Context: an optimization exercise on an open-source flow, tuned for small area. The choices shown serve that exercise and are no tape-out recipe. Where RTL was checked, it was by simulation tests only, not by an equivalence proof against the original. Power figures rest on the tool's default switching activity, not on a simulated workload.

==> flow/design.v (excerpt) <==
module digital_clock(
    output [7:0] seg_out,
    output [3:0] seg_digit,
    input clk,
    input reset
    );
	reg [6:0] cnt;
	reg [4:0] scnt;
	reg [1:0] sel;       
	reg [5:0] sec;
	reg [3:0] min01;
	reg [2:0] min10;
	reg [3:0] hour01;
	reg [1:0] hour10;
	wire tick  = (cnt == 7'd101);
	wire stick = scnt[4] & scnt[2] & scnt[1] & scnt[0];    
	wire mtick = tick & (sec == 6'd59);
	always @(posedge clk, negedge reset) begin
		if (!reset) begin
			cnt <= 0;
			scnt <= 0;
			sel <= 0;
			sec <= 0;
			min01 <= 0;
			min10 <= 0;
			hour01 <= 0;
			hour10 <= 0;
		end else begin
			cnt <= tick ? 7'd2 : cnt + 7'd1;
			scnt <= stick ? 5'd3 : scnt + 5'd1;
			sel <= sel + {1'b0, stick};
			if (tick)
				sec <= (sec == 6'd59) ? 6'd0 : sec + 6'd1;
			if (mtick)
				min01 <= min01 + 4'd1;
			if (min01[3] & min01[1]) begin           
				min01 <= 0;
				min10 <= min10 + 3'd1;
			end
			if (min10[2] & min10[1]) begin           
				min10 <= 0;
				hour01 <= hour01 + 4'd1;
			end
			if (hour01[2] & hour10[1]) begin         
				hour01 <= 0;
				hour10 <= 0;
			end else if (hour01[3] & hour01[1]) begin   
				hour01 <= 0;
				hour10 <= hour10 + 2'd1;
			end
		end
	end
	wire [1:0] dsel = sel + {1'b0, stick};
	assign seg_digit = ~(4'b0001 << dsel);
	reg [3:0] mode;
	always @(*) begin
		case (sel)
			2'd0: mode = min01;
			2'd1: mode = {1'b0, min10};
			2'd2: mode = hour01;
			default: mode = {2'b00, hour10};
		endcase
	end
	reg [7:0] seg;
	always @(*) begin
		case (mode)
			4'd1: seg = 8'b0110_0000;
			4'd2: seg = 8'b1101_1010;
			4'd3: seg = 8'b1111_0010;
			4'd4: seg = 8'b0110_0110;
			4'd5: seg = 8'b1011_0110;
			4'd6: seg = 8'b1011_1110;
			4'd7: seg = 8'b1110_0000;
			4'd8: seg = 8'b1111_1110;
			4'd9: seg = 8'b1110_0110;
			default: seg = 8'b1111_1100;
		endcase
	end
	assign seg_out = seg;
endmodule
For scale: roughly 33 flip-flops, ~14 I/O pins, ~1900 um^2 of cells after synthesis.
==> module digital_clock, before the edit <==
module digital_clock(
    output [7:0] seg_out,
    output [3:0] seg_digit,
    input clk,
    input reset
    );
	reg [6:0] cnt;
	reg [4:0] scnt;
	reg [1:0] sel;       
	reg [5:0] sec;
	reg [3:0] min01;
	reg [2:0] min10;
	reg [3:0] hour01;
	reg [1:0] hour10;
	wire tick  = (cnt == 7'd101);
	wire stick = scnt[4] & scnt[2] & scnt[1] & scnt[0];    
	wire mtick = tick & (sec == 6'd59);
	always @(posedge clk, negedge reset) begin
		if (!reset) begin
			cnt <= 0;
			scnt <= 0;
			sel <= 0;
			sec <= 0;
			min01 <= 0;
			min10 <= 0;
			hour01 <= 0;
			hour10 <= 0;
		end else begin
			cnt <= tick ? 7'd2 : cnt + 7'd1;
			scnt <= stick ? 5'd3 : scnt + 5'd1;
			sel <= sel + {1'b0, stick};
			if (tick)
				sec <= (sec == 6'd59) ? 6'd0 : sec + 6'd1;
			if (mtick)
				min01 <= min01 + 4'd1;
			if (min01[3] & min01[1]) begin           
				min01 <= 0;
				min10 <= min10 + 3'd1;
			end
			if (min10[2] & min10[1]) begin           
				min10 <= 0;
				hour01 <= hour01 + 4'd1;
			end
			if (hour01[2] & hour10[1]) begin         
				hour01 <= 0;
				hour10 <= 0;
			end else if (hour01[3] & hour01[1]) begin   
				hour01 <= 0;
				hour10 <= hour10 + 2'd1;
			end
		end
	end
	wire [1:0] dsel = sel + {1'b0, stick};
	assign seg_digit = ~(4'b0001 << dsel);
	reg [3:0] mode;
	always @(*) begin
		case (sel)
			2'd0: mode = min01;
			2'd1: mode = {1'b0, min10};
			2'd2: mode = hour01;
			default: mode = {2'b00, hour10};
		endcase
	end
	reg [7:0] seg;
	always @(*) begin
		case (mode)
			4'd1: seg = 8'b0110_0000;
			4'd2: seg = 8'b1101_1010;
			4'd3: seg = 8'b1111_0010;
			4'd4: seg = 8'b0110_0110;
			4'd5: seg = 8'b1011_0110;
			4'd6: seg = 8'b1011_1110;
			4'd7: seg = 8'b1110_0000;
			4'd8: seg = 8'b1111_1110;
			4'd9: seg = 8'b1110_0110;
			default: seg = 8'b1111_1100;
		endcase
	end
	assign seg_out = seg;
endmodule
export LEC_CHECK = 0
export CAP_MARGIN = 20
export CORE_MARGIN = 2
export CORE_UTILIZATION = 40
export SLEW_MARGIN = 20
create_clock -name core_clock -period 5.0 [get_ports {clk}]
run.sh (not shown) runs the stock make flow with config.mk's settings and CLKGATE_MAP_FILE= SYNTH_SCRIPT=/design/flow/synth_recipe.tcl, a recipe that flattens the netlist after the stock synthesis.
Rerun with:
--- a/flow/design.v
+++ b/flow/design.v
@@ -5,33 +5,28 @@
     input clk,
     input reset
     );
-	reg [6:0] cnt;
-	reg [4:0] scnt;
-	reg [1:0] sel;       
-	reg [5:0] sec;
-	reg [3:0] min01;
-	reg [2:0] min10;
-	reg [3:0] hour01;
-	reg [1:0] hour10;
-	wire tick  = (cnt == 7'd101);
-	wire stick = scnt[4] & scnt[2] & scnt[1] & scnt[0];    
-	wire mtick = tick & (sec == 6'd59);
+	reg [12:0] tim;      
+	reg [4:0]  scn;      
+	reg [1:0]  sel;      
+	reg [3:0]  min01;
+	reg [2:0]  min10;
+	reg [3:0]  hour01;
+	reg [1:0]  hour10;
+	wire mtick = (tim[12:1] == 12'b110100011010);
+	wire stick = (scn[4:1] == 4'b0101);
 	always @(posedge clk, negedge reset) begin
 		if (!reset) begin
-			cnt <= 0;
-			scnt <= 0;
+			tim <= 13'b0010100011010;
+			scn <= 5'b10110;
 			sel <= 0;
-			sec <= 0;
 			min01 <= 0;
 			min10 <= 0;
 			hour01 <= 0;
 			hour10 <= 0;
 		end else begin
-			cnt <= tick ? 7'd2 : cnt + 7'd1;
-			scnt <= stick ? 5'd3 : scnt + 5'd1;
+			tim <= {tim[11:0], ~(tim[12] ^ tim[11]) ^ mtick};
+			scn <= {scn[3:0], ~(scn[4] ^ scn[2]) ^ stick};
 			sel <= sel + {1'b0, stick};
-			if (tick)
-				sec <= (sec == 6'd59) ? 6'd0 : sec + 6'd1;
 			if (mtick)
 				min01 <= min01 + 4'd1;
 			if (min01[3] & min01[1]) begin           
Result:
- cell area fell by 15%
- flip-flop and latch count is unchanged
- power fell by 1.7%
- critical path depth rose by 1
- synthesized area fell by 16%
- final cell count fell by 25%
No functional check of the RTL was part of the first run of this note.

-- port drivers added, routing unchanged --
No port has a modelled driver above. Below, the same layouts with a new extraction and two added sets of constraints. Step 1: set_driving_cell puts a clkbuf_16 on clk and a buf_2 on each other input, an assumption about the parent block. Step 2 moves the port delays by t, midway between the first and last clock arrival at a register: inputs arrive t later, outputs are due t later. That takes back most of the time a late clock gives input paths. a / b / c = ideal / step 1 / step 2; a / b = the first two.
| run | t, ns | slack for setup (ns) | hold slack, ns | worst data-port slew with drivers (ns) |
|---|---|---|---|---|
| the first run | 0.307 | 1.456 / 1.430 / 1.737 | 0.499 / 0.499 / 0.499 | 0.03 |
| the second run | 0.307 | 1.411 / 1.385 / 1.692 | 0.357 / 0.357 / 0.357 | 0.03 |
After both steps every run listed still meets setup and hold.
